This is an optimization exercise on Yosys and OpenROAD, whose aim is small area and a short achievable clock period, not a production implementation. No functional check of the RTL was part of this run. No activity file was given, so power comes from the tool's default toggle rates.

<file path="constraint.sdc">
create_clock -name core_clock -period 8.0 [get_ports {clock_i}]
set_input_delay 1.6000 -clock core_clock [delete_from_list [all_inputs] [get_ports {clock_i}]]
set_output_delay 1.6000 -clock core_clock [all_outputs]
set_load 0.01 [all_outputs]
</file>
<file path="config.mk">
export PLATFORM = sky130hd
export DESIGN_NAME = ArithmaticUnit
export DESIGN_NICKNAME = ArithmaticUnit
export VERILOG_FILES = /design/flow/design.v
export SDC_FILE = /design/flow/constraint.sdc
export NUM_CORES = 4
export LEC_CHECK = 0
export CAP_MARGIN = 20
export CORE_MARGIN = 2
export CORE_UTILIZATION = 50
export SETUP_SLACK_MARGIN = 2.5
export SLEW_MARGIN = 20
export SYNTH_HIERARCHICAL = 1
export SYNTH_MINIMUM_KEEP_SIZE = 0
</file>
<file path="flow/run.sh">
#!/bin/bash
# Standard ORFS layout, with smaller port buffers and free cell resizing.
set -euo pipefail
bash standard.sh MATCH_CELL_FOOTPRINT=0 ABC_LOAD_IN_FF=1 "BUFFER_PORTS_ARGS=-buffer_cell sky130_fd_sc_hd__buf_1" finish > make_finish.log 2>&1
</file>
<file path="standard.sh">
#!/bin/bash
# synth_recipe.tcl (not shown) runs the flow's synth.tcl, then flattens the netlist and writes it again
# the make line also repeats each setting of config.mk as NAME=value (left out here)
make -C /OpenROAD-flow-scripts/flow DESIGN_CONFIG=/design/flow/config.mk WORK_HOME=/design/flow/orfs CLKGATE_MAP_FILE= SYNTH_SCRIPT=/design/flow/synth_recipe.tcl "${@:-finish}"
</file>
<file path="design.v">
`timescale 1ns / 1ps
`default_nettype none
module ArithmaticUnit(
		input wire clock_i, isWb_i, enable_i,
		input wire [4:0] wbAddress_i,
		input wire [6:0] opCode_i,
		input wire [15:0] pOperand_i, sOperand_i,
		output reg wbEnable_o,
		output reg [4:0] wbAddress_o,
		output reg [15:0] wbData_o,
		output reg [1:0] statusWriteback_o  
    );
	wire [15:0] P = pOperand_i;
	wire [15:0] S = sOperand_i;
	wire mul = opCode_i[1] & opCode_i[0];
	wire sub = opCode_i[1] & ~opCode_i[0];
	wire as;   
	pa_xor2 u_as (.a(opCode_i[1]), .b(opCode_i[0]), .y(as));
	wire [7:0] one, two, neg;
	assign one[0] = opCode_i[0] ? (~opCode_i[1] | P[0]) : opCode_i[1];
	assign two[0] = opCode_i[1] & opCode_i[0] & P[1] & ~P[0];
	assign neg[0] = opCode_i[1] & (~opCode_i[0] | P[1]);
	genvar k;
	generate for (k = 1; k < 8; k = k + 1) begin : enc
		assign one[k] = mul & (P[2*k] ^ P[2*k-1]);
		assign two[k] = mul & ((P[2*k+1] & ~P[2*k] & ~P[2*k-1]) | (~P[2*k+1] & P[2*k] & P[2*k-1]));
		assign neg[k] = mul & P[2*k+1];
	end endgenerate
	wire pp0_0_n; pa_nand2 u_pp0_0_n (.a(one[0]), .b(S[0]), .y(pp0_0_n));
	wire pp0_0; pa_xnor2 u_pp0_0 (.a(pp0_0_n), .b(neg[0]), .y(pp0_0));
	wire pp0_1_n; pa_aoi22 u_pp0_1_n (.a(one[0]), .b(S[1]), .c(two[0]), .d(S[0]), .y(pp0_1_n));
	wire pp0_1; pa_xnor2 u_pp0_1 (.a(pp0_1_n), .b(neg[0]), .y(pp0_1));
	wire pp0_2_n; pa_aoi22 u_pp0_2_n (.a(one[0]), .b(S[2]), .c(two[0]), .d(S[1]), .y(pp0_2_n));
	wire pp0_2; pa_xnor2 u_pp0_2 (.a(pp0_2_n), .b(neg[0]), .y(pp0_2));
	wire pp0_3_n; pa_aoi22 u_pp0_3_n (.a(one[0]), .b(S[3]), .c(two[0]), .d(S[2]), .y(pp0_3_n));
	wire pp0_3; pa_xnor2 u_pp0_3 (.a(pp0_3_n), .b(neg[0]), .y(pp0_3));
	wire pp0_4_n; pa_aoi22 u_pp0_4_n (.a(one[0]), .b(S[4]), .c(two[0]), .d(S[3]), .y(pp0_4_n));
	wire pp0_4; pa_xnor2 u_pp0_4 (.a(pp0_4_n), .b(neg[0]), .y(pp0_4));
	wire pp0_5_n; pa_aoi22 u_pp0_5_n (.a(one[0]), .b(S[5]), .c(two[0]), .d(S[4]), .y(pp0_5_n));
	wire pp0_5; pa_xnor2 u_pp0_5 (.a(pp0_5_n), .b(neg[0]), .y(pp0_5));
	wire pp0_6_n; pa_aoi22 u_pp0_6_n (.a(one[0]), .b(S[6]), .c(two[0]), .d(S[5]), .y(pp0_6_n));
	wire pp0_6; pa_xnor2 u_pp0_6 (.a(pp0_6_n), .b(neg[0]), .y(pp0_6));
	wire pp0_7_n; pa_aoi22 u_pp0_7_n (.a(one[0]), .b(S[7]), .c(two[0]), .d(S[6]), .y(pp0_7_n));
	wire pp0_7; pa_xnor2 u_pp0_7 (.a(pp0_7_n), .b(neg[0]), .y(pp0_7));
	wire pp0_8_n; pa_aoi22 u_pp0_8_n (.a(one[0]), .b(S[8]), .c(two[0]), .d(S[7]), .y(pp0_8_n));
	wire pp0_8; pa_xnor2 u_pp0_8 (.a(pp0_8_n), .b(neg[0]), .y(pp0_8));
	wire pp0_9_n; pa_aoi22 u_pp0_9_n (.a(one[0]), .b(S[9]), .c(two[0]), .d(S[8]), .y(pp0_9_n));
	wire pp0_9; pa_xnor2 u_pp0_9 (.a(pp0_9_n), .b(neg[0]), .y(pp0_9));
	wire pp0_10_n; pa_aoi22 u_pp0_10_n (.a(one[0]), .b(S[10]), .c(two[0]), .d(S[9]), .y(pp0_10_n));
	wire pp0_10; pa_xnor2 u_pp0_10 (.a(pp0_10_n), .b(neg[0]), .y(pp0_10));
	wire pp0_11_n; pa_aoi22 u_pp0_11_n (.a(one[0]), .b(S[11]), .c(two[0]), .d(S[10]), .y(pp0_11_n));
	wire pp0_11; pa_xnor2 u_pp0_11 (.a(pp0_11_n), .b(neg[0]), .y(pp0_11));
	wire pp0_12_n; pa_aoi22 u_pp0_12_n (.a(one[0]), .b(S[12]), .c(two[0]), .d(S[11]), .y(pp0_12_n));
	wire pp0_12; pa_xnor2 u_pp0_12 (.a(pp0_12_n), .b(neg[0]), .y(pp0_12));
	wire pp0_13_n; pa_aoi22 u_pp0_13_n (.a(one[0]), .b(S[13]), .c(two[0]), .d(S[12]), .y(pp0_13_n));
	wire pp0_13; pa_xnor2 u_pp0_13 (.a(pp0_13_n), .b(neg[0]), .y(pp0_13));
	wire pp0_14_n; pa_aoi22 u_pp0_14_n (.a(one[0]), .b(S[14]), .c(two[0]), .d(S[13]), .y(pp0_14_n));
	wire pp0_14; pa_xnor2 u_pp0_14 (.a(pp0_14_n), .b(neg[0]), .y(pp0_14));
	wire pp0_15_n; pa_aoi22 u_pp0_15_n (.a(one[0]), .b(S[15]), .c(two[0]), .d(S[14]), .y(pp0_15_n));
	wire pp0_15; pa_xnor2 u_pp0_15 (.a(pp0_15_n), .b(neg[0]), .y(pp0_15));
	wire ng0 = neg[0];
	wire pp1_2_n; pa_aoi22 u_pp1_2_n (.a(one[1]), .b(S[0]), .c(as), .d(P[2]), .y(pp1_2_n));
	wire pp1_2; pa_xnor2 u_pp1_2 (.a(pp1_2_n), .b(neg[1]), .y(pp1_2));
	wire pp1_3_n; pa_aoi222 u_pp1_3_n (.a(one[1]), .b(S[1]), .c(two[1]), .d(S[0]), .e(as), .f(P[3]), .y(pp1_3_n));
	wire pp1_3; pa_xnor2 u_pp1_3 (.a(pp1_3_n), .b(neg[1]), .y(pp1_3));
	wire pp1_4_n; pa_aoi222 u_pp1_4_n (.a(one[1]), .b(S[2]), .c(two[1]), .d(S[1]), .e(as), .f(P[4]), .y(pp1_4_n));
	wire pp1_4; pa_xnor2 u_pp1_4 (.a(pp1_4_n), .b(neg[1]), .y(pp1_4));
	wire pp1_5_n; pa_aoi222 u_pp1_5_n (.a(one[1]), .b(S[3]), .c(two[1]), .d(S[2]), .e(as), .f(P[5]), .y(pp1_5_n));
	wire pp1_5; pa_xnor2 u_pp1_5 (.a(pp1_5_n), .b(neg[1]), .y(pp1_5));
	wire pp1_6_n; pa_aoi222 u_pp1_6_n (.a(one[1]), .b(S[4]), .c(two[1]), .d(S[3]), .e(as), .f(P[6]), .y(pp1_6_n));
	wire pp1_6; pa_xnor2 u_pp1_6 (.a(pp1_6_n), .b(neg[1]), .y(pp1_6));
	wire pp1_7_n; pa_aoi222 u_pp1_7_n (.a(one[1]), .b(S[5]), .c(two[1]), .d(S[4]), .e(as), .f(P[7]), .y(pp1_7_n));
	wire pp1_7; pa_xnor2 u_pp1_7 (.a(pp1_7_n), .b(neg[1]), .y(pp1_7));
	wire pp1_8_n; pa_aoi222 u_pp1_8_n (.a(one[1]), .b(S[6]), .c(two[1]), .d(S[5]), .e(as), .f(P[8]), .y(pp1_8_n));
	wire pp1_8; pa_xnor2 u_pp1_8 (.a(pp1_8_n), .b(neg[1]), .y(pp1_8));
	wire pp1_9_n; pa_aoi222 u_pp1_9_n (.a(one[1]), .b(S[7]), .c(two[1]), .d(S[6]), .e(as), .f(P[9]), .y(pp1_9_n));
	wire pp1_9; pa_xnor2 u_pp1_9 (.a(pp1_9_n), .b(neg[1]), .y(pp1_9));
	wire pp1_10_n; pa_aoi222 u_pp1_10_n (.a(one[1]), .b(S[8]), .c(two[1]), .d(S[7]), .e(as), .f(P[10]), .y(pp1_10_n));
	wire pp1_10; pa_xnor2 u_pp1_10 (.a(pp1_10_n), .b(neg[1]), .y(pp1_10));
	wire pp1_11_n; pa_aoi222 u_pp1_11_n (.a(one[1]), .b(S[9]), .c(two[1]), .d(S[8]), .e(as), .f(P[11]), .y(pp1_11_n));
	wire pp1_11; pa_xnor2 u_pp1_11 (.a(pp1_11_n), .b(neg[1]), .y(pp1_11));
	wire pp1_12_n; pa_aoi222 u_pp1_12_n (.a(one[1]), .b(S[10]), .c(two[1]), .d(S[9]), .e(as), .f(P[12]), .y(pp1_12_n));
	wire pp1_12; pa_xnor2 u_pp1_12 (.a(pp1_12_n), .b(neg[1]), .y(pp1_12));
	wire pp1_13_n; pa_aoi222 u_pp1_13_n (.a(one[1]), .b(S[11]), .c(two[1]), .d(S[10]), .e(as), .f(P[13]), .y(pp1_13_n));
	wire pp1_13; pa_xnor2 u_pp1_13 (.a(pp1_13_n), .b(neg[1]), .y(pp1_13));
	wire pp1_14_n; pa_aoi222 u_pp1_14_n (.a(one[1]), .b(S[12]), .c(two[1]), .d(S[11]), .e(as), .f(P[14]), .y(pp1_14_n));
	wire pp1_14; pa_xnor2 u_pp1_14 (.a(pp1_14_n), .b(neg[1]), .y(pp1_14));
	wire pp1_15_n; pa_aoi222 u_pp1_15_n (.a(one[1]), .b(S[13]), .c(two[1]), .d(S[12]), .e(as), .f(P[15]), .y(pp1_15_n));
	wire pp1_15; pa_xnor2 u_pp1_15 (.a(pp1_15_n), .b(neg[1]), .y(pp1_15));
	wire ng1 = neg[1];
	wire pp2_4_n; pa_nand2 u_pp2_4_n (.a(one[2]), .b(S[0]), .y(pp2_4_n));
	wire pp2_4; pa_xnor2 u_pp2_4 (.a(pp2_4_n), .b(neg[2]), .y(pp2_4));
	wire pp2_5_n; pa_aoi22 u_pp2_5_n (.a(one[2]), .b(S[1]), .c(two[2]), .d(S[0]), .y(pp2_5_n));
	wire pp2_5; pa_xnor2 u_pp2_5 (.a(pp2_5_n), .b(neg[2]), .y(pp2_5));
	wire pp2_6_n; pa_aoi22 u_pp2_6_n (.a(one[2]), .b(S[2]), .c(two[2]), .d(S[1]), .y(pp2_6_n));
	wire pp2_6; pa_xnor2 u_pp2_6 (.a(pp2_6_n), .b(neg[2]), .y(pp2_6));
	wire pp2_7_n; pa_aoi22 u_pp2_7_n (.a(one[2]), .b(S[3]), .c(two[2]), .d(S[2]), .y(pp2_7_n));
	wire pp2_7; pa_xnor2 u_pp2_7 (.a(pp2_7_n), .b(neg[2]), .y(pp2_7));
	wire pp2_8_n; pa_aoi22 u_pp2_8_n (.a(one[2]), .b(S[4]), .c(two[2]), .d(S[3]), .y(pp2_8_n));
	wire pp2_8; pa_xnor2 u_pp2_8 (.a(pp2_8_n), .b(neg[2]), .y(pp2_8));
	wire pp2_9_n; pa_aoi22 u_pp2_9_n (.a(one[2]), .b(S[5]), .c(two[2]), .d(S[4]), .y(pp2_9_n));
	wire pp2_9; pa_xnor2 u_pp2_9 (.a(pp2_9_n), .b(neg[2]), .y(pp2_9));
	wire pp2_10_n; pa_aoi22 u_pp2_10_n (.a(one[2]), .b(S[6]), .c(two[2]), .d(S[5]), .y(pp2_10_n));
	wire pp2_10; pa_xnor2 u_pp2_10 (.a(pp2_10_n), .b(neg[2]), .y(pp2_10));
	wire pp2_11_n; pa_aoi22 u_pp2_11_n (.a(one[2]), .b(S[7]), .c(two[2]), .d(S[6]), .y(pp2_11_n));
	wire pp2_11; pa_xnor2 u_pp2_11 (.a(pp2_11_n), .b(neg[2]), .y(pp2_11));
	wire pp2_12_n; pa_aoi22 u_pp2_12_n (.a(one[2]), .b(S[8]), .c(two[2]), .d(S[7]), .y(pp2_12_n));
	wire pp2_12; pa_xnor2 u_pp2_12 (.a(pp2_12_n), .b(neg[2]), .y(pp2_12));
	wire pp2_13_n; pa_aoi22 u_pp2_13_n (.a(one[2]), .b(S[9]), .c(two[2]), .d(S[8]), .y(pp2_13_n));
	wire pp2_13; pa_xnor2 u_pp2_13 (.a(pp2_13_n), .b(neg[2]), .y(pp2_13));
	wire pp2_14_n; pa_aoi22 u_pp2_14_n (.a(one[2]), .b(S[10]), .c(two[2]), .d(S[9]), .y(pp2_14_n));
	wire pp2_14; pa_xnor2 u_pp2_14 (.a(pp2_14_n), .b(neg[2]), .y(pp2_14));
	wire pp2_15_n; pa_aoi22 u_pp2_15_n (.a(one[2]), .b(S[11]), .c(two[2]), .d(S[10]), .y(pp2_15_n));
	wire pp2_15; pa_xnor2 u_pp2_15 (.a(pp2_15_n), .b(neg[2]), .y(pp2_15));
	wire ng2 = neg[2];
	wire pp3_6_n; pa_nand2 u_pp3_6_n (.a(one[3]), .b(S[0]), .y(pp3_6_n));
	wire pp3_6; pa_xnor2 u_pp3_6 (.a(pp3_6_n), .b(neg[3]), .y(pp3_6));
	wire pp3_7_n; pa_aoi22 u_pp3_7_n (.a(one[3]), .b(S[1]), .c(two[3]), .d(S[0]), .y(pp3_7_n));
	wire pp3_7; pa_xnor2 u_pp3_7 (.a(pp3_7_n), .b(neg[3]), .y(pp3_7));
	wire pp3_8_n; pa_aoi22 u_pp3_8_n (.a(one[3]), .b(S[2]), .c(two[3]), .d(S[1]), .y(pp3_8_n));
	wire pp3_8; pa_xnor2 u_pp3_8 (.a(pp3_8_n), .b(neg[3]), .y(pp3_8));
	wire pp3_9_n; pa_aoi22 u_pp3_9_n (.a(one[3]), .b(S[3]), .c(two[3]), .d(S[2]), .y(pp3_9_n));
	wire pp3_9; pa_xnor2 u_pp3_9 (.a(pp3_9_n), .b(neg[3]), .y(pp3_9));
	wire pp3_10_n; pa_aoi22 u_pp3_10_n (.a(one[3]), .b(S[4]), .c(two[3]), .d(S[3]), .y(pp3_10_n));
	wire pp3_10; pa_xnor2 u_pp3_10 (.a(pp3_10_n), .b(neg[3]), .y(pp3_10));
	wire pp3_11_n; pa_aoi22 u_pp3_11_n (.a(one[3]), .b(S[5]), .c(two[3]), .d(S[4]), .y(pp3_11_n));
	wire pp3_11; pa_xnor2 u_pp3_11 (.a(pp3_11_n), .b(neg[3]), .y(pp3_11));
	wire pp3_12_n; pa_aoi22 u_pp3_12_n (.a(one[3]), .b(S[6]), .c(two[3]), .d(S[5]), .y(pp3_12_n));
	wire pp3_12; pa_xnor2 u_pp3_12 (.a(pp3_12_n), .b(neg[3]), .y(pp3_12));
	wire pp3_13_n; pa_aoi22 u_pp3_13_n (.a(one[3]), .b(S[7]), .c(two[3]), .d(S[6]), .y(pp3_13_n));
	wire pp3_13; pa_xnor2 u_pp3_13 (.a(pp3_13_n), .b(neg[3]), .y(pp3_13));
	wire pp3_14_n; pa_aoi22 u_pp3_14_n (.a(one[3]), .b(S[8]), .c(two[3]), .d(S[7]), .y(pp3_14_n));
	wire pp3_14; pa_xnor2 u_pp3_14 (.a(pp3_14_n), .b(neg[3]), .y(pp3_14));
	wire pp3_15_n; pa_aoi22 u_pp3_15_n (.a(one[3]), .b(S[9]), .c(two[3]), .d(S[8]), .y(pp3_15_n));
	wire pp3_15; pa_xnor2 u_pp3_15 (.a(pp3_15_n), .b(neg[3]), .y(pp3_15));
	wire ng3 = neg[3];
	wire pp4_8_n; pa_nand2 u_pp4_8_n (.a(one[4]), .b(S[0]), .y(pp4_8_n));
	wire pp4_8; pa_xnor2 u_pp4_8 (.a(pp4_8_n), .b(neg[4]), .y(pp4_8));
	wire pp4_9_n; pa_aoi22 u_pp4_9_n (.a(one[4]), .b(S[1]), .c(two[4]), .d(S[0]), .y(pp4_9_n));
	wire pp4_9; pa_xnor2 u_pp4_9 (.a(pp4_9_n), .b(neg[4]), .y(pp4_9));
	wire pp4_10_n; pa_aoi22 u_pp4_10_n (.a(one[4]), .b(S[2]), .c(two[4]), .d(S[1]), .y(pp4_10_n));
	wire pp4_10; pa_xnor2 u_pp4_10 (.a(pp4_10_n), .b(neg[4]), .y(pp4_10));
	wire pp4_11_n; pa_aoi22 u_pp4_11_n (.a(one[4]), .b(S[3]), .c(two[4]), .d(S[2]), .y(pp4_11_n));
	wire pp4_11; pa_xnor2 u_pp4_11 (.a(pp4_11_n), .b(neg[4]), .y(pp4_11));
	wire pp4_12_n; pa_aoi22 u_pp4_12_n (.a(one[4]), .b(S[4]), .c(two[4]), .d(S[3]), .y(pp4_12_n));
	wire pp4_12; pa_xnor2 u_pp4_12 (.a(pp4_12_n), .b(neg[4]), .y(pp4_12));
	wire pp4_13_n; pa_aoi22 u_pp4_13_n (.a(one[4]), .b(S[5]), .c(two[4]), .d(S[4]), .y(pp4_13_n));
	wire pp4_13; pa_xnor2 u_pp4_13 (.a(pp4_13_n), .b(neg[4]), .y(pp4_13));
	wire pp4_14_n; pa_aoi22 u_pp4_14_n (.a(one[4]), .b(S[6]), .c(two[4]), .d(S[5]), .y(pp4_14_n));
	wire pp4_14; pa_xnor2 u_pp4_14 (.a(pp4_14_n), .b(neg[4]), .y(pp4_14));
	wire pp4_15_n; pa_aoi22 u_pp4_15_n (.a(one[4]), .b(S[7]), .c(two[4]), .d(S[6]), .y(pp4_15_n));
	wire pp4_15; pa_xnor2 u_pp4_15 (.a(pp4_15_n), .b(neg[4]), .y(pp4_15));
	wire ng4 = neg[4];
	wire pp5_10_n; pa_nand2 u_pp5_10_n (.a(one[5]), .b(S[0]), .y(pp5_10_n));
	wire pp5_10; pa_xnor2 u_pp5_10 (.a(pp5_10_n), .b(neg[5]), .y(pp5_10));
	wire pp5_11_n; pa_aoi22 u_pp5_11_n (.a(one[5]), .b(S[1]), .c(two[5]), .d(S[0]), .y(pp5_11_n));
	wire pp5_11; pa_xnor2 u_pp5_11 (.a(pp5_11_n), .b(neg[5]), .y(pp5_11));
	wire pp5_12_n; pa_aoi22 u_pp5_12_n (.a(one[5]), .b(S[2]), .c(two[5]), .d(S[1]), .y(pp5_12_n));
	wire pp5_12; pa_xnor2 u_pp5_12 (.a(pp5_12_n), .b(neg[5]), .y(pp5_12));
	wire pp5_13_n; pa_aoi22 u_pp5_13_n (.a(one[5]), .b(S[3]), .c(two[5]), .d(S[2]), .y(pp5_13_n));
	wire pp5_13; pa_xnor2 u_pp5_13 (.a(pp5_13_n), .b(neg[5]), .y(pp5_13));
	wire pp5_14_n; pa_aoi22 u_pp5_14_n (.a(one[5]), .b(S[4]), .c(two[5]), .d(S[3]), .y(pp5_14_n));
	wire pp5_14; pa_xnor2 u_pp5_14 (.a(pp5_14_n), .b(neg[5]), .y(pp5_14));
	wire pp5_15_n; pa_aoi22 u_pp5_15_n (.a(one[5]), .b(S[5]), .c(two[5]), .d(S[4]), .y(pp5_15_n));
	wire pp5_15; pa_xnor2 u_pp5_15 (.a(pp5_15_n), .b(neg[5]), .y(pp5_15));
	wire ng5 = neg[5];
	wire pp6_12_n; pa_nand2 u_pp6_12_n (.a(one[6]), .b(S[0]), .y(pp6_12_n));
	wire pp6_12; pa_xnor2 u_pp6_12 (.a(pp6_12_n), .b(neg[6]), .y(pp6_12));
	wire pp6_13_n; pa_aoi22 u_pp6_13_n (.a(one[6]), .b(S[1]), .c(two[6]), .d(S[0]), .y(pp6_13_n));
	wire pp6_13; pa_xnor2 u_pp6_13 (.a(pp6_13_n), .b(neg[6]), .y(pp6_13));
	wire pp6_14_n; pa_aoi22 u_pp6_14_n (.a(one[6]), .b(S[2]), .c(two[6]), .d(S[1]), .y(pp6_14_n));
	wire pp6_14; pa_xnor2 u_pp6_14 (.a(pp6_14_n), .b(neg[6]), .y(pp6_14));
	wire pp6_15_n; pa_aoi22 u_pp6_15_n (.a(one[6]), .b(S[3]), .c(two[6]), .d(S[2]), .y(pp6_15_n));
	wire pp6_15; pa_xnor2 u_pp6_15 (.a(pp6_15_n), .b(neg[6]), .y(pp6_15));
	wire ng6 = neg[6];
	wire pp7_14_n; pa_nand2 u_pp7_14_n (.a(one[7]), .b(S[0]), .y(pp7_14_n));
	wire pp7_14; pa_xnor2 u_pp7_14 (.a(pp7_14_n), .b(neg[7]), .y(pp7_14));
	wire pp7_15_n; pa_aoi22 u_pp7_15_n (.a(one[7]), .b(S[1]), .c(two[7]), .d(S[0]), .y(pp7_15_n));
	wire pp7_15; pa_xnor2 u_pp7_15 (.a(pp7_15_n), .b(neg[7]), .y(pp7_15));
	wire ng7 = neg[7];
	wire xp0 = as & P[0];
	wire xp1 = as & P[1];
	wire hs0, hc0; pa_xor2 u_hs0 (.a(ng5), .b(pp2_10), .y(hs0)); pa_and2 u_hc0 (.a(ng5), .b(pp2_10), .y(hc0));
	wire hs1, hc1; pa_xor2 u_hs1 (.a(pp2_11), .b(pp3_11), .y(hs1)); pa_and2 u_hc1 (.a(pp2_11), .b(pp3_11), .y(hc1));
	wire hs2, hc2; pa_xor2 u_hs2 (.a(ng6), .b(pp2_12), .y(hs2)); pa_and2 u_hc2 (.a(ng6), .b(pp2_12), .y(hc2));
	wire fs0_x, fs0, fc0; pa_xor2 u_fs0_x (.a(pp3_12), .b(pp4_12), .y(fs0_x)); pa_xor2 u_fs0 (.a(fs0_x), .b(pp5_12), .y(fs0)); pa_maj3 u_fc0 (.a(pp3_12), .b(pp4_12), .c(pp5_12), .y(fc0));
	wire hs3, hc3; pa_xor2 u_hs3 (.a(pp2_13), .b(pp3_13), .y(hs3)); pa_and2 u_hc3 (.a(pp2_13), .b(pp3_13), .y(hc3));
	wire fs1_x, fs1, fc1; pa_xor2 u_fs1_x (.a(pp4_13), .b(pp5_13), .y(fs1_x)); pa_xor2 u_fs1 (.a(fs1_x), .b(pp6_13), .y(fs1)); pa_maj3 u_fc1 (.a(pp4_13), .b(pp5_13), .c(pp6_13), .y(fc1));
	wire hs4, hc4; pa_xor2 u_hs4 (.a(ng7), .b(pp2_14), .y(hs4)); pa_and2 u_hc4 (.a(ng7), .b(pp2_14), .y(hc4));
	wire fs2_x, fs2, fc2; pa_xor2 u_fs2_x (.a(pp3_14), .b(pp4_14), .y(fs2_x)); pa_xor2 u_fs2 (.a(fs2_x), .b(pp0_14), .y(fs2)); pa_maj3 u_fc2 (.a(pp3_14), .b(pp4_14), .c(pp0_14), .y(fc2));
	wire fs3_x, fs3, fc3; pa_xor2 u_fs3_x (.a(pp5_14), .b(pp6_14), .y(fs3_x)); pa_xor2 u_fs3 (.a(fs3_x), .b(pp7_14), .y(fs3)); pa_maj3 u_fc3 (.a(pp5_14), .b(pp6_14), .c(pp7_14), .y(fc3));
	wire hs5, hc5; pa_xor2 u_hs5 (.a(pp2_15), .b(pp3_15), .y(hs5)); pa_and2 u_hc5 (.a(pp2_15), .b(pp3_15), .y(hc5));
	wire fs4_x, fs4, fc4; pa_xor2 u_fs4_x (.a(pp4_15), .b(pp5_15), .y(fs4_x)); pa_xor2 u_fs4 (.a(fs4_x), .b(pp1_15), .y(fs4)); pa_maj3 u_fc4 (.a(pp4_15), .b(pp5_15), .c(pp1_15), .y(fc4));
	wire fs5_x, fs5, fc5; pa_xor2 u_fs5_x (.a(pp6_15), .b(pp7_15), .y(fs5_x)); pa_xor2 u_fs5 (.a(fs5_x), .b(pp0_15), .y(fs5)); pa_maj3 u_fc5 (.a(pp6_15), .b(pp7_15), .c(pp0_15), .y(fc5));
	wire hs6, hc6; pa_xor2 u_hs6 (.a(ng3), .b(pp2_6), .y(hs6)); pa_and2 u_hc6 (.a(ng3), .b(pp2_6), .y(hc6));
	wire hs7, hc7; pa_xor2 u_hs7 (.a(pp2_7), .b(pp3_7), .y(hs7)); pa_and2 u_hc7 (.a(pp2_7), .b(pp3_7), .y(hc7));
	wire hs8, hc8; pa_xor2 u_hs8 (.a(ng4), .b(pp2_8), .y(hs8)); pa_and2 u_hc8 (.a(ng4), .b(pp2_8), .y(hc8));
	wire fs6_x, fs6, fc6; pa_xor2 u_fs6_x (.a(pp3_8), .b(pp4_8), .y(fs6_x)); pa_xor2 u_fs6 (.a(fs6_x), .b(pp0_8), .y(fs6)); pa_maj3 u_fc6 (.a(pp3_8), .b(pp4_8), .c(pp0_8), .y(fc6));
	wire hs9, hc9; pa_xor2 u_hs9 (.a(pp2_9), .b(pp3_9), .y(hs9)); pa_and2 u_hc9 (.a(pp2_9), .b(pp3_9), .y(hc9));
	wire fs7_x, fs7, fc7; pa_xor2 u_fs7_x (.a(pp4_9), .b(pp0_9), .y(fs7_x)); pa_xor2 u_fs7 (.a(fs7_x), .b(pp1_9), .y(fs7)); pa_maj3 u_fc7 (.a(pp4_9), .b(pp0_9), .c(pp1_9), .y(fc7));
	wire fs8_x, fs8, fc8; pa_xor2 u_fs8_x (.a(pp3_10), .b(pp4_10), .y(fs8_x)); pa_xor2 u_fs8 (.a(fs8_x), .b(hs0), .y(fs8)); pa_maj3 u_fc8 (.a(pp3_10), .b(pp4_10), .c(hs0), .y(fc8));
	wire fs9_x, fs9, fc9; pa_xor2 u_fs9_x (.a(pp5_10), .b(pp0_10), .y(fs9_x)); pa_xor2 u_fs9 (.a(fs9_x), .b(pp1_10), .y(fs9)); pa_maj3 u_fc9 (.a(pp5_10), .b(pp0_10), .c(pp1_10), .y(fc9));
	wire fs10_x, fs10, fc10; pa_xor2 u_fs10_x (.a(pp4_11), .b(pp5_11), .y(fs10_x)); pa_xor2 u_fs10 (.a(fs10_x), .b(hs1), .y(fs10)); pa_maj3 u_fc10 (.a(pp4_11), .b(pp5_11), .c(hs1), .y(fc10));
	wire fs11_x, fs11, fc11; pa_xor2 u_fs11_x (.a(pp0_11), .b(pp1_11), .y(fs11_x)); pa_xor2 u_fs11 (.a(fs11_x), .b(hc0), .y(fs11)); pa_maj3 u_fc11 (.a(pp0_11), .b(pp1_11), .c(hc0), .y(fc11));
	wire fs12_x, fs12, fc12; pa_xor2 u_fs12_x (.a(pp6_12), .b(pp0_12), .y(fs12_x)); pa_xor2 u_fs12 (.a(fs12_x), .b(fs0), .y(fs12)); pa_maj3 u_fc12 (.a(pp6_12), .b(pp0_12), .c(fs0), .y(fc12));
	wire fs13_x, fs13, fc13; pa_xor2 u_fs13_x (.a(pp1_12), .b(hc1), .y(fs13_x)); pa_xor2 u_fs13 (.a(fs13_x), .b(hs2), .y(fs13)); pa_maj3 u_fc13 (.a(pp1_12), .b(hc1), .c(hs2), .y(fc13));
	wire fs14_x, fs14, fc14; pa_xor2 u_fs14_x (.a(pp0_13), .b(pp1_13), .y(fs14_x)); pa_xor2 u_fs14 (.a(fs14_x), .b(fs1), .y(fs14)); pa_maj3 u_fc14 (.a(pp0_13), .b(pp1_13), .c(fs1), .y(fc14));
	wire fs15_x, fs15, fc15; pa_xor2 u_fs15_x (.a(hc2), .b(hs3), .y(fs15_x)); pa_xor2 u_fs15 (.a(fs15_x), .b(fc0), .y(fs15)); pa_maj3 u_fc15 (.a(hc2), .b(hs3), .c(fc0), .y(fc15));
	wire fs16_x, fs16, fc16; pa_xor2 u_fs16_x (.a(pp1_14), .b(hc3), .y(fs16_x)); pa_xor2 u_fs16 (.a(fs16_x), .b(fs3), .y(fs16)); pa_maj3 u_fc16 (.a(pp1_14), .b(hc3), .c(fs3), .y(fc16));
	wire fs17_x, fs17, fc17; pa_xor2 u_fs17_x (.a(hs4), .b(fc1), .y(fs17_x)); pa_xor2 u_fs17 (.a(fs17_x), .b(fs2), .y(fs17)); pa_maj3 u_fc17 (.a(hs4), .b(fc1), .c(fs2), .y(fc17));
	wire fs18_x, fs18, fc18; pa_xor2 u_fs18_x (.a(hc4), .b(hs5), .y(fs18_x)); pa_xor2 u_fs18 (.a(fs18_x), .b(fc2), .y(fs18)); pa_maj3 u_fc18 (.a(hc4), .b(hs5), .c(fc2), .y(fc18));
	wire fs19_x, fs19, fc19; pa_xor2 u_fs19_x (.a(fc3), .b(fs4), .y(fs19_x)); pa_xor2 u_fs19 (.a(fs19_x), .b(fs5), .y(fs19)); pa_maj3 u_fc19 (.a(fc3), .b(fs4), .c(fs5), .y(fc19));
	wire hs10, hc10; pa_xor2 u_hs10 (.a(ng2), .b(pp2_4), .y(hs10)); pa_and2 u_hc10 (.a(ng2), .b(pp2_4), .y(hc10));
	wire hs11, hc11; pa_xor2 u_hs11 (.a(pp2_5), .b(pp0_5), .y(hs11)); pa_and2 u_hc11 (.a(pp2_5), .b(pp0_5), .y(hc11));
	wire fs20_x, fs20, fc20; pa_xor2 u_fs20_x (.a(pp3_6), .b(pp0_6), .y(fs20_x)); pa_xor2 u_fs20 (.a(fs20_x), .b(pp1_6), .y(fs20)); pa_maj3 u_fc20 (.a(pp3_6), .b(pp0_6), .c(pp1_6), .y(fc20));
	wire fs21_x, fs21, fc21; pa_xor2 u_fs21_x (.a(pp0_7), .b(pp1_7), .y(fs21_x)); pa_xor2 u_fs21 (.a(fs21_x), .b(hc6), .y(fs21)); pa_maj3 u_fc21 (.a(pp0_7), .b(pp1_7), .c(hc6), .y(fc21));
	wire fs22_x, fs22, fc22; pa_xor2 u_fs22_x (.a(pp1_8), .b(hc7), .y(fs22_x)); pa_xor2 u_fs22 (.a(fs22_x), .b(hs8), .y(fs22)); pa_maj3 u_fc22 (.a(pp1_8), .b(hc7), .c(hs8), .y(fc22));
	wire fs23_x, fs23, fc23; pa_xor2 u_fs23_x (.a(hc8), .b(hs9), .y(fs23_x)); pa_xor2 u_fs23 (.a(fs23_x), .b(fc6), .y(fs23)); pa_maj3 u_fc23 (.a(hc8), .b(hs9), .c(fc6), .y(fc23));
	wire fs24_x, fs24, fc24; pa_xor2 u_fs24_x (.a(hc9), .b(fc7), .y(fs24_x)); pa_xor2 u_fs24 (.a(fs24_x), .b(fs8), .y(fs24)); pa_maj3 u_fc24 (.a(hc9), .b(fc7), .c(fs8), .y(fc24));
	wire fs25_x, fs25, fc25; pa_xor2 u_fs25_x (.a(fc9), .b(fs10), .y(fs25_x)); pa_xor2 u_fs25 (.a(fs25_x), .b(fs11), .y(fs25)); pa_maj3 u_fc25 (.a(fc9), .b(fs10), .c(fs11), .y(fc25));
	wire fs26_x, fs26, fc26; pa_xor2 u_fs26_x (.a(fc11), .b(fc10), .y(fs26_x)); pa_xor2 u_fs26 (.a(fs26_x), .b(fs13), .y(fs26)); pa_maj3 u_fc26 (.a(fc11), .b(fc10), .c(fs13), .y(fc26));
	wire fs27_x, fs27, fc27; pa_xor2 u_fs27_x (.a(fc13), .b(fs14), .y(fs27_x)); pa_xor2 u_fs27 (.a(fs27_x), .b(fs15), .y(fs27)); pa_maj3 u_fc27 (.a(fc13), .b(fs14), .c(fs15), .y(fc27));
	wire fs28_x, fs28, fc28; pa_xor2 u_fs28_x (.a(fs16), .b(fc15), .y(fs28_x)); pa_xor2 u_fs28 (.a(fs28_x), .b(fc14), .y(fs28)); pa_maj3 u_fc28 (.a(fs16), .b(fc15), .c(fc14), .y(fc28));
	wire fs29_x, fs29, fc29; pa_xor2 u_fs29_x (.a(fs18), .b(fc16), .y(fs29_x)); pa_xor2 u_fs29 (.a(fs29_x), .b(fc17), .y(fs29)); pa_maj3 u_fc29 (.a(fs18), .b(fc16), .c(fc17), .y(fc29));
	wire hs12, hc12; pa_xor2 u_hs12 (.a(xp0), .b(ng0), .y(hs12)); pa_and2 u_hc12 (.a(xp0), .b(ng0), .y(hc12));
	wire hs13, hc13; pa_xor2 u_hs13 (.a(xp1), .b(pp0_1), .y(hs13)); pa_and2 u_hc13 (.a(xp1), .b(pp0_1), .y(hc13));
	wire fs30_x, fs30, fc30; pa_xor2 u_fs30_x (.a(ng1), .b(pp0_2), .y(fs30_x)); pa_xor2 u_fs30 (.a(fs30_x), .b(pp1_2), .y(fs30)); pa_maj3 u_fc30 (.a(ng1), .b(pp0_2), .c(pp1_2), .y(fc30));
	wire hs14, hc14; pa_xor2 u_hs14 (.a(pp0_3), .b(pp1_3), .y(hs14)); pa_and2 u_hc14 (.a(pp0_3), .b(pp1_3), .y(hc14));
	wire fs31_x, fs31, fc31; pa_xor2 u_fs31_x (.a(pp0_4), .b(pp1_4), .y(fs31_x)); pa_xor2 u_fs31 (.a(fs31_x), .b(hs10), .y(fs31)); pa_maj3 u_fc31 (.a(pp0_4), .b(pp1_4), .c(hs10), .y(fc31));
	wire fs32_x, fs32, fc32; pa_xor2 u_fs32_x (.a(pp1_5), .b(hc10), .y(fs32_x)); pa_xor2 u_fs32 (.a(fs32_x), .b(hs11), .y(fs32)); pa_maj3 u_fc32 (.a(pp1_5), .b(hc10), .c(hs11), .y(fc32));
	wire fs33_x, fs33, fc33; pa_xor2 u_fs33_x (.a(hs6), .b(hc11), .y(fs33_x)); pa_xor2 u_fs33 (.a(fs33_x), .b(fs20), .y(fs33)); pa_maj3 u_fc33 (.a(hs6), .b(hc11), .c(fs20), .y(fc33));
	wire fs34_x, fs34, fc34; pa_xor2 u_fs34_x (.a(hs7), .b(fc20), .y(fs34_x)); pa_xor2 u_fs34 (.a(fs34_x), .b(fs21), .y(fs34)); pa_maj3 u_fc34 (.a(hs7), .b(fc20), .c(fs21), .y(fc34));
	wire fs35_x, fs35, fc35; pa_xor2 u_fs35_x (.a(fs6), .b(fc21), .y(fs35_x)); pa_xor2 u_fs35 (.a(fs35_x), .b(fs22), .y(fs35)); pa_maj3 u_fc35 (.a(fs6), .b(fc21), .c(fs22), .y(fc35));
	wire fs36_x, fs36, fc36; pa_xor2 u_fs36_x (.a(fs7), .b(fc22), .y(fs36_x)); pa_xor2 u_fs36 (.a(fs36_x), .b(fs23), .y(fs36)); pa_maj3 u_fc36 (.a(fs7), .b(fc22), .c(fs23), .y(fc36));
	wire fs37_x, fs37, fc37; pa_xor2 u_fs37_x (.a(fs9), .b(fc23), .y(fs37_x)); pa_xor2 u_fs37 (.a(fs37_x), .b(fs24), .y(fs37)); pa_maj3 u_fc37 (.a(fs9), .b(fc23), .c(fs24), .y(fc37));
	wire fs38_x, fs38, fc38; pa_xor2 u_fs38_x (.a(fc8), .b(fc24), .y(fs38_x)); pa_xor2 u_fs38 (.a(fs38_x), .b(fs25), .y(fs38)); pa_maj3 u_fc38 (.a(fc8), .b(fc24), .c(fs25), .y(fc38));
	wire fs39_x, fs39, fc39; pa_xor2 u_fs39_x (.a(fs12), .b(fc25), .y(fs39_x)); pa_xor2 u_fs39 (.a(fs39_x), .b(fs26), .y(fs39)); pa_maj3 u_fc39 (.a(fs12), .b(fc25), .c(fs26), .y(fc39));
	wire fs40_x, fs40, fc40; pa_xor2 u_fs40_x (.a(fc12), .b(fc26), .y(fs40_x)); pa_xor2 u_fs40 (.a(fs40_x), .b(fs27), .y(fs40)); pa_maj3 u_fc40 (.a(fc12), .b(fc26), .c(fs27), .y(fc40));
	wire fs41_x, fs41, fc41; pa_xor2 u_fs41_x (.a(fs17), .b(fc27), .y(fs41_x)); pa_xor2 u_fs41 (.a(fs41_x), .b(fs28), .y(fs41)); pa_maj3 u_fc41 (.a(fs17), .b(fc27), .c(fs28), .y(fc41));
	wire fs42_x, fs42, fc42; pa_xor2 u_fs42_x (.a(fs19), .b(fc28), .y(fs42_x)); pa_xor2 u_fs42 (.a(fs42_x), .b(fs29), .y(fs42)); pa_maj3 u_fc42 (.a(fs19), .b(fc28), .c(fs29), .y(fc42));
	wire [15:0] ra = {fc41, fc40, fc39, fc38, fc37, fc36, fc35, fc34, fc33, fc32, fc31, hc14, fc30, hc13, hc12, hs12};
	wire [15:0] rb = {fs42, fs41, fs40, fs39, fs38, fs37, fs36, fs35, fs34, fs33, fs32, fs31, hs14, fs30, hs13, pp0_0};
	wire [15:0] g0, p0;
	pa_xor2 u_p0_0 (.a(ra[0]), .b(rb[0]), .y(p0[0])); pa_and2 u_g0_0 (.a(ra[0]), .b(rb[0]), .y(g0[0]));
	pa_xor2 u_p0_1 (.a(ra[1]), .b(rb[1]), .y(p0[1])); pa_and2 u_g0_1 (.a(ra[1]), .b(rb[1]), .y(g0[1]));
	pa_xor2 u_p0_2 (.a(ra[2]), .b(rb[2]), .y(p0[2])); pa_and2 u_g0_2 (.a(ra[2]), .b(rb[2]), .y(g0[2]));
	pa_xor2 u_p0_3 (.a(ra[3]), .b(rb[3]), .y(p0[3])); pa_and2 u_g0_3 (.a(ra[3]), .b(rb[3]), .y(g0[3]));
	pa_xor2 u_p0_4 (.a(ra[4]), .b(rb[4]), .y(p0[4])); pa_and2 u_g0_4 (.a(ra[4]), .b(rb[4]), .y(g0[4]));
	pa_xor2 u_p0_5 (.a(ra[5]), .b(rb[5]), .y(p0[5])); pa_and2 u_g0_5 (.a(ra[5]), .b(rb[5]), .y(g0[5]));
	pa_xor2 u_p0_6 (.a(ra[6]), .b(rb[6]), .y(p0[6])); pa_and2 u_g0_6 (.a(ra[6]), .b(rb[6]), .y(g0[6]));
	pa_xor2 u_p0_7 (.a(ra[7]), .b(rb[7]), .y(p0[7])); pa_and2 u_g0_7 (.a(ra[7]), .b(rb[7]), .y(g0[7]));
	pa_xor2 u_p0_8 (.a(ra[8]), .b(rb[8]), .y(p0[8])); pa_and2 u_g0_8 (.a(ra[8]), .b(rb[8]), .y(g0[8]));
	pa_xor2 u_p0_9 (.a(ra[9]), .b(rb[9]), .y(p0[9])); pa_and2 u_g0_9 (.a(ra[9]), .b(rb[9]), .y(g0[9]));
	pa_xor2 u_p0_10 (.a(ra[10]), .b(rb[10]), .y(p0[10])); pa_and2 u_g0_10 (.a(ra[10]), .b(rb[10]), .y(g0[10]));
	pa_xor2 u_p0_11 (.a(ra[11]), .b(rb[11]), .y(p0[11])); pa_and2 u_g0_11 (.a(ra[11]), .b(rb[11]), .y(g0[11]));
	pa_xor2 u_p0_12 (.a(ra[12]), .b(rb[12]), .y(p0[12])); pa_and2 u_g0_12 (.a(ra[12]), .b(rb[12]), .y(g0[12]));
	pa_xor2 u_p0_13 (.a(ra[13]), .b(rb[13]), .y(p0[13])); pa_and2 u_g0_13 (.a(ra[13]), .b(rb[13]), .y(g0[13]));
	pa_xor2 u_p0_14 (.a(ra[14]), .b(rb[14]), .y(p0[14])); pa_and2 u_g0_14 (.a(ra[14]), .b(rb[14]), .y(g0[14]));
	pa_xor2 u_p0_15 (.a(ra[15]), .b(rb[15]), .y(p0[15])); pa_and2 u_g0_15 (.a(ra[15]), .b(rb[15]), .y(g0[15]));
	wire g1_1 = g0[1] | (p0[1] & g0[0]);
	wire g1_3 = g0[3] | (p0[3] & g0[2]);
	wire p1_3 = p0[3] & p0[2];
	wire g1_5 = g0[5] | (p0[5] & g0[4]);
	wire p1_5 = p0[5] & p0[4];
	wire g1_7 = g0[7] | (p0[7] & g0[6]);
	wire p1_7 = p0[7] & p0[6];
	wire g1_9 = g0[9] | (p0[9] & g0[8]);
	wire p1_9 = p0[9] & p0[8];
	wire g1_11 = g0[11] | (p0[11] & g0[10]);
	wire p1_11 = p0[11] & p0[10];
	wire g1_13 = g0[13] | (p0[13] & g0[12]);
	wire p1_13 = p0[13] & p0[12];
	wire g1_15 = g0[15] | (p0[15] & g0[14]);
	wire p1_15 = p0[15] & p0[14];
	wire g2_2 = g0[2] | (p0[2] & g1_1);
	wire g2_3 = g1_3 | (p1_3 & g1_1);
	wire g2_6 = g0[6] | (p0[6] & g1_5);
	wire p2_6 = p0[6] & p1_5;
	wire g2_7 = g1_7 | (p1_7 & g1_5);
	wire p2_7 = p1_7 & p1_5;
	wire g2_10 = g0[10] | (p0[10] & g1_9);
	wire p2_10 = p0[10] & p1_9;
	wire g2_11 = g1_11 | (p1_11 & g1_9);
	wire p2_11 = p1_11 & p1_9;
	wire g2_14 = g0[14] | (p0[14] & g1_13);
	wire p2_14 = p0[14] & p1_13;
	wire g2_15 = g1_15 | (p1_15 & g1_13);
	wire p2_15 = p1_15 & p1_13;
	wire g3_4 = g0[4] | (p0[4] & g2_3);
	wire g3_5 = g1_5 | (p1_5 & g2_3);
	wire g3_6 = g2_6 | (p2_6 & g2_3);
	wire g3_7 = g2_7 | (p2_7 & g2_3);
	wire g3_12 = g0[12] | (p0[12] & g2_11);
	wire p3_12 = p0[12] & p2_11;
	wire g3_13 = g1_13 | (p1_13 & g2_11);
	wire p3_13 = p1_13 & p2_11;
	wire g3_14 = g2_14 | (p2_14 & g2_11);
	wire p3_14 = p2_14 & p2_11;
	wire g3_15 = g2_15 | (p2_15 & g2_11);
	wire p3_15 = p2_15 & p2_11;
	wire g4_8 = g0[8] | (p0[8] & g3_7);
	wire g4_9 = g1_9 | (p1_9 & g3_7);
	wire g4_10 = g2_10 | (p2_10 & g3_7);
	wire g4_11 = g2_11 | (p2_11 & g3_7);
	wire g4_12 = g3_12 | (p3_12 & g3_7);
	wire g4_13 = g3_13 | (p3_13 & g3_7);
	wire g4_14 = g3_14 | (p3_14 & g3_7);
	wire g4_15 = g3_15 | (p3_15 & g3_7);
	wire [16:0] sum;
	assign sum[0] = p0[0];
	pa_xor2 u_sum_1 (.a(p0[1]), .b(g0[0]), .y(sum[1]));
	pa_xor2 u_sum_2 (.a(p0[2]), .b(g1_1), .y(sum[2]));
	pa_xor2 u_sum_3 (.a(p0[3]), .b(g2_2), .y(sum[3]));
	pa_xor2 u_sum_4 (.a(p0[4]), .b(g2_3), .y(sum[4]));
	pa_xor2 u_sum_5 (.a(p0[5]), .b(g3_4), .y(sum[5]));
	pa_xor2 u_sum_6 (.a(p0[6]), .b(g3_5), .y(sum[6]));
	pa_xor2 u_sum_7 (.a(p0[7]), .b(g3_6), .y(sum[7]));
	pa_xor2 u_sum_8 (.a(p0[8]), .b(g3_7), .y(sum[8]));
	pa_xor2 u_sum_9 (.a(p0[9]), .b(g4_8), .y(sum[9]));
	pa_xor2 u_sum_10 (.a(p0[10]), .b(g4_9), .y(sum[10]));
	pa_xor2 u_sum_11 (.a(p0[11]), .b(g4_10), .y(sum[11]));
	pa_xor2 u_sum_12 (.a(p0[12]), .b(g4_11), .y(sum[12]));
	pa_xor2 u_sum_13 (.a(p0[13]), .b(g4_12), .y(sum[13]));
	pa_xor2 u_sum_14 (.a(p0[14]), .b(g4_13), .y(sum[14]));
	pa_xor2 u_sum_15 (.a(p0[15]), .b(g4_14), .y(sum[15]));
	assign sum[16] = g4_15;
	wire cout = sum[16] | hc5 | fc4 | fc5 | fc18 | fc19 | fc29 | fc42;
	wire arith = ~|opCode_i[6:2];
	always @(posedge clock_i)
	begin
		if (enable_i)
		begin
			wbEnable_o <= isWb_i & |opCode_i;
			wbAddress_o <= wbAddress_i;
			if (arith) wbData_o <= sum[15:0];
			if (arith & as) statusWriteback_o <= {~opCode_i[1] & cout, opCode_i[1] & ~cout};
		end
	end
endmodule
module pa_aoi22(input wire a, b, c, d, output wire y);
	assign y = ~((a & b) | (c & d));
endmodule
module pa_aoi222(input wire a, b, c, d, e, f, output wire y);
	assign y = ~((a & b) | (c & d) | (e & f));
endmodule
module pa_nand2(input wire a, b, output wire y);
	assign y = ~(a & b);
endmodule
module pa_xnor2(input wire a, b, output wire y);
	assign y = ~(a ^ b);
endmodule
module pa_xor2(input wire a, b, output wire y);
	assign y = a ^ b;
endmodule
module pa_and2(input wire a, b, output wire y);
	assign y = a & b;
endmodule
module pa_maj3(input wire a, b, c, output wire y);
	assign y = (a & b) | (a & c) | (b & c);
endmodule
module pa_nor2(input wire a, b, output wire y);
	assign y = ~(a | b);
endmodule
module pa_inv(input wire a, output wire y);
	assign y = ~a;
endmodule
module pa_aoi21(input wire a1, a2, b1, output wire y);
	assign y = ~((a1 & a2) | b1);
endmodule
module pa_oai21(input wire a1, a2, b1, output wire y);
	assign y = ~((a1 | a2) & b1);
endmodule
module pa_fa(input wire a, b, c, output wire s, co);
	assign s = a ^ b ^ c;
	assign co = (a & b) | (a & c) | (b & c);
endmodule
module pa_ha(input wire a, b, output wire s, co);
	assign s = a ^ b;
	assign co = a & b;
endmodule
</file>
==> results.txt <==
==> state kept, by name, summed over array words and instances (netlist names) <==
name,count
wbData_o,16
statusWriteback_o,2
wbAddress_o,5
wbEnable_o,1
==> power groups by stage <==
| stage | Clock, mW | Combinational [mW] | Sequential (mW) |
|---|---|---|---|
| global placement | 0 | 0.778 | 0.196 |
| finish | 0.115 | 0.835 | 0.193 |
| CTS | 0.115 | 0.816 | 0.194 |
| floorplan | 0 | 0.655 | 0.200 |
| global route | 0.123 | 0.929 | 0.194 |
| detailed placement | 0 | 0.806 | 0.196 |
==> critical path, stage by stage <==
cell and delay (ns):
buf_2 0.26, nand2_8 0.21, nor2_1 0.22, nor2_4 0.07, buf_12 0.16, a22oi_1 0.21
xnor2_1 0.15, maj3_2 0.35, maj3_2 0.33, xor2_1 0.20, xor2_1 0.24, xor2_1 0.16
a21oi_1 0.17, o21ai_0 0.09, a31o_1 0.25, o31a_1 0.30, a21o_1 0.20, xor2_1 0.16
==> synthesized netlist by cell type, types with 3 or more instances <==
library cell | number | area share (%)
xor2_1 | 133 | 27
edfxtp_1 | 24 | 17
a222oi_1 | 13 | 3.0
maj3_2 | 43 | 11
and2_0 | 34 | 4.9
and3_1 | 11 | 1.6
o21ai_0 | 3 | 0.35
a21oi_1 | 12 | 1.4
nand2_1 | 18 | 1.6
a22oi_1 | 52 | 9.0
a21o_1 | 11 | 1.9
xnor2_1 | 79 | 16
nor2_1 | 32 | 2.8
==> final cells by class <==
| type | count | area share, % |
|---|---|---|
| Multi-Input combinational cell | 456 | 72.25 |
| Sequential cell | 24 | 13.91 |
| Timing Repair Buffer | 98 | 9.783 |
| Tap cell | 105 | 2.536 |
| Clock buffer | 3 | 0.7971 |
| Clock inverter | 1 | 0.5797 |
| Inverter | 2 | 0.1449 |
==> repair_timing <==
| item | CTS | global route |
|---|---|---|
| gates resized for setup | 23 | 12 |
| pin swaps | 2 | 10 |
| setup endpoints to repair | 9 | 3 |
| setup buffers | 4 | 22 |
==> per-module statistics from Yosys (local to each module, per instance), a selection <==
| module | cells | cell area (µm²) | copies in the design |
|---|---|---|---|
| ArithmaticUnit | 133 | 1311 | 1 |
| pa_aoi222 | 1 | 10.01 | 13 |
| pa_xnor2 | 1 | 8.758 | 72 |
| pa_xor2 | 1 | 8.758 | 133 |
| pa_aoi22 | 1 | 7.507 | 52 |
| pa_nand2 | 1 | 3.754 | 7 |
==> per-layer routing <==
layer / up-vias / wire length (µm) / global-route usage [%]
met3: 30 / 734 / 3.022
met1: 1843 / 5304 / 32.74
li1: 1946 / - / -
met2: 174 / 5155 / 39.48
met5: - / 0 / 0
met4: 0 / 267 / 6.717
==> stage by stage <==
stage	hold slack (ns)	worst slack (ns)	cell area, µm²
floorplan	1.699	2.544	4354
CTS	1.471	2.578	4961
detailed placement	1.771	1.610	4755
global placement	1.774	1.789	4755
finish	1.466	2.673	5180
global route	1.467	2.448	5180
==> cells in the final DEF (no fill, tap or decap), types with 8 or more instances in the layout <==
master and instances:
a21o_1 11, a21oi_1 11, a222oi_1 13, a22oi_1 52, and2_0 33, and3_1 8
buf_1 65, buf_4 26, edfxtp_1 24, maj3_2 43, nand2_1 17, nor2_1 21
nor2_4 10, xnor2_1 78, xor2_1 132
==> how the worst min path moves through the flow <==
stage                     end  cells past startpoint
3_3_place_gp   wbAddress_o[3]                      1
5_1_grt        wbAddress_o[2]                      1
2_1_floorplan  wbAddress_o[0]                      0
4_1_cts        wbAddress_o[2]                      1
3_5_place_dp   wbAddress_o[3]                      1
6_report       wbAddress_o[2]                      1
==> cell families (layout without fill, tap and decap cells) <==
kind of cell | after synthesis | in the layout | synth area share (%)
flip-flops | 24 | 24 | 16.64
adder cells (fa/ha/maj) | 43 | 43 | 11.18
XOR/XNOR | 212 | 212 | 42.87
buffers and inverters | 4 | 104 | 0.3467
AO/OA/AOI/OAI | 98 | 98 | 17.04
AND/OR/NAND/NOR | 103 | 103 | 11.93
==> impl_metrics.env <==
export IMPL_dpl_hpwl_um=8708
export IMPL_placed_cells=659
export IMPL_tritoncts="yes"
export IMPL_layout_nets=632
export IMPL_hold_viol=0
export IMPL_drv_cap=0
export IMPL_drt_first_pass_iters=6
export IMPL_vias=3993
export IMPL_crit_path_start_kind="input port"
export IMPL_cts_htree_levels=1
export IMPL_outcome="complete, no violations"
export IMPL_core_area_um2=8299
export IMPL_initial_utilization_pct=52.19
export IMPL_hold_start="wbAddress_i[2]"
export IMPL_cts_max_path_buffers=2
export IMPL_critical_path_arrival_ns=5.34
export IMPL_syn_nets=531
export IMPL_grt_usage_pct=23.86
export IMPL_vdd_ir_drop_max_uv=97.38
export IMPL_holdBufCountCts=0
export IMPL_vias_per_cell=5.795
export IMPL_diodes=0
export IMPL_fmax_ghz=0.1877
export IMPL_ys_seq_elements=24
export IMPL_final_layout_size_suffix_gt1_share_pct=17.12
export IMPL_power_frac_clock_pct=10.0
export IMPL_first_global_vias=3760
export IMPL_crit_fanout=16
export IMPL_portBuffers=70
export IMPL_finalSetupTns_ns=0
export IMPL_die_x_um=97.08
export IMPL_power_density_nw_per_um2=220.8
export IMPL_seqPwrFrac_pct=16.9
export IMPL_drtIter0Drc=324
export IMPL_yosys_warnings=7
export IMPL_die_h_um=97.08
export IMPL_period_needed_ns=5.327
export IMPL_p_int_mw=0.6185
export IMPL_worst_pin_slew_ns=0.8479
export IMPL_p_sw_share_pct=45.92
export IMPL_finalPower_mw=1.144
export IMPL_synth_edff_count=24
export IMPL_power_leakage_nw=2.122
export IMPL_cts_sinks=24
export IMPL_cp_end_kind="flop"
export IMPL_min_path_type="input port to flop"
export IMPL_path_class="input port to flop"
export IMPL_final_seq_area_um2=720.7
export IMPL_antenna_left=0
export IMPL_multi_input_area_um2=3742
export IMPL_gp_congestion=0.8897
export IMPL_comb_power_share_pct=73.0
export IMPL_die_area_um2=9424
export IMPL_rsz0062_at_grt="no"
export IMPL_slew_viol_final=0
export IMPL_nFillCells=793
export IMPL_areaGrowthSynthToFinish_pct=19.58
export IMPL_async_flop_share_pct=0
export IMPL_synthCells=484
export IMPL_fin_util_pct=62.42
export IMPL_setup_violations=0
export IMPL_clockRootBuffer="clkbuf_8"
export IMPL_grt_pass1_wl_um=18490
export IMPL_final_cell_count_no_fill=689
export IMPL_syn_area_um2=4332
export IMPL_clk_pin_slew_ns=0.12
export IMPL_slew_headroom_pct=43.48
export IMPL_synth_area_per_cell_um2=8.950
export IMPL_drcViolationCount=0
export IMPL_io_pins=71
export IMPL_yosysSeqAreaShare_pct=16.64
export IMPL_grt_max_degree=17
export IMPL_overflow=0
export IMPL_wl_per_cell_um=16.64
export IMPL_period_share_pct=66.58
export IMPL_synth_main_ff_cell="edfxtp_1"
export IMPL_p_sw_mw=0.5251
export IMPL_worstPathRequired_ns=8.01
export IMPL_cts_buffers=3
export IMPL_antenna_found_initial=0
export IMPL_routed_wl_um=11460
export IMPL_rows=33
export IMPL_endpoint="wbData_o[15]"
export IMPL_synth_distinct_cells=27
export IMPL_crit_start="opCode_i[1]"

==> separate check: timing with driven ports <==
How much do the figures lean on ideal ports? The routed layout below was timed once more, with nothing changed but the port constraints.
Step 1 sets driving cells, clkbuf_16 on the clock port and buf_2 on the other inputs (assumed; they add their load-dependent delay and slew).
Step 2 adds t to the input delays and takes it off the output delays; t is the mean of the earliest and latest rising clock arrival at the registers after step 1. Input paths then give back, and output paths get back, about the clock's delay inside the block.
Three values: ideal ports, drivers, drivers and shift; two values: the first two.
shift t [ns]: 0.312
setup WS [ns]: 2.673 / 2.680 / 2.367
clock arrival spread, ns: 0.026 / 0.025
worst data-port slew with drivers (ns): 0.04
cell pins on the clock port's net: 1
After both steps setup and hold are still met in this run. The setup slack of this run moves by +0.007 ns with the drivers and by -0.306 ns with both steps.
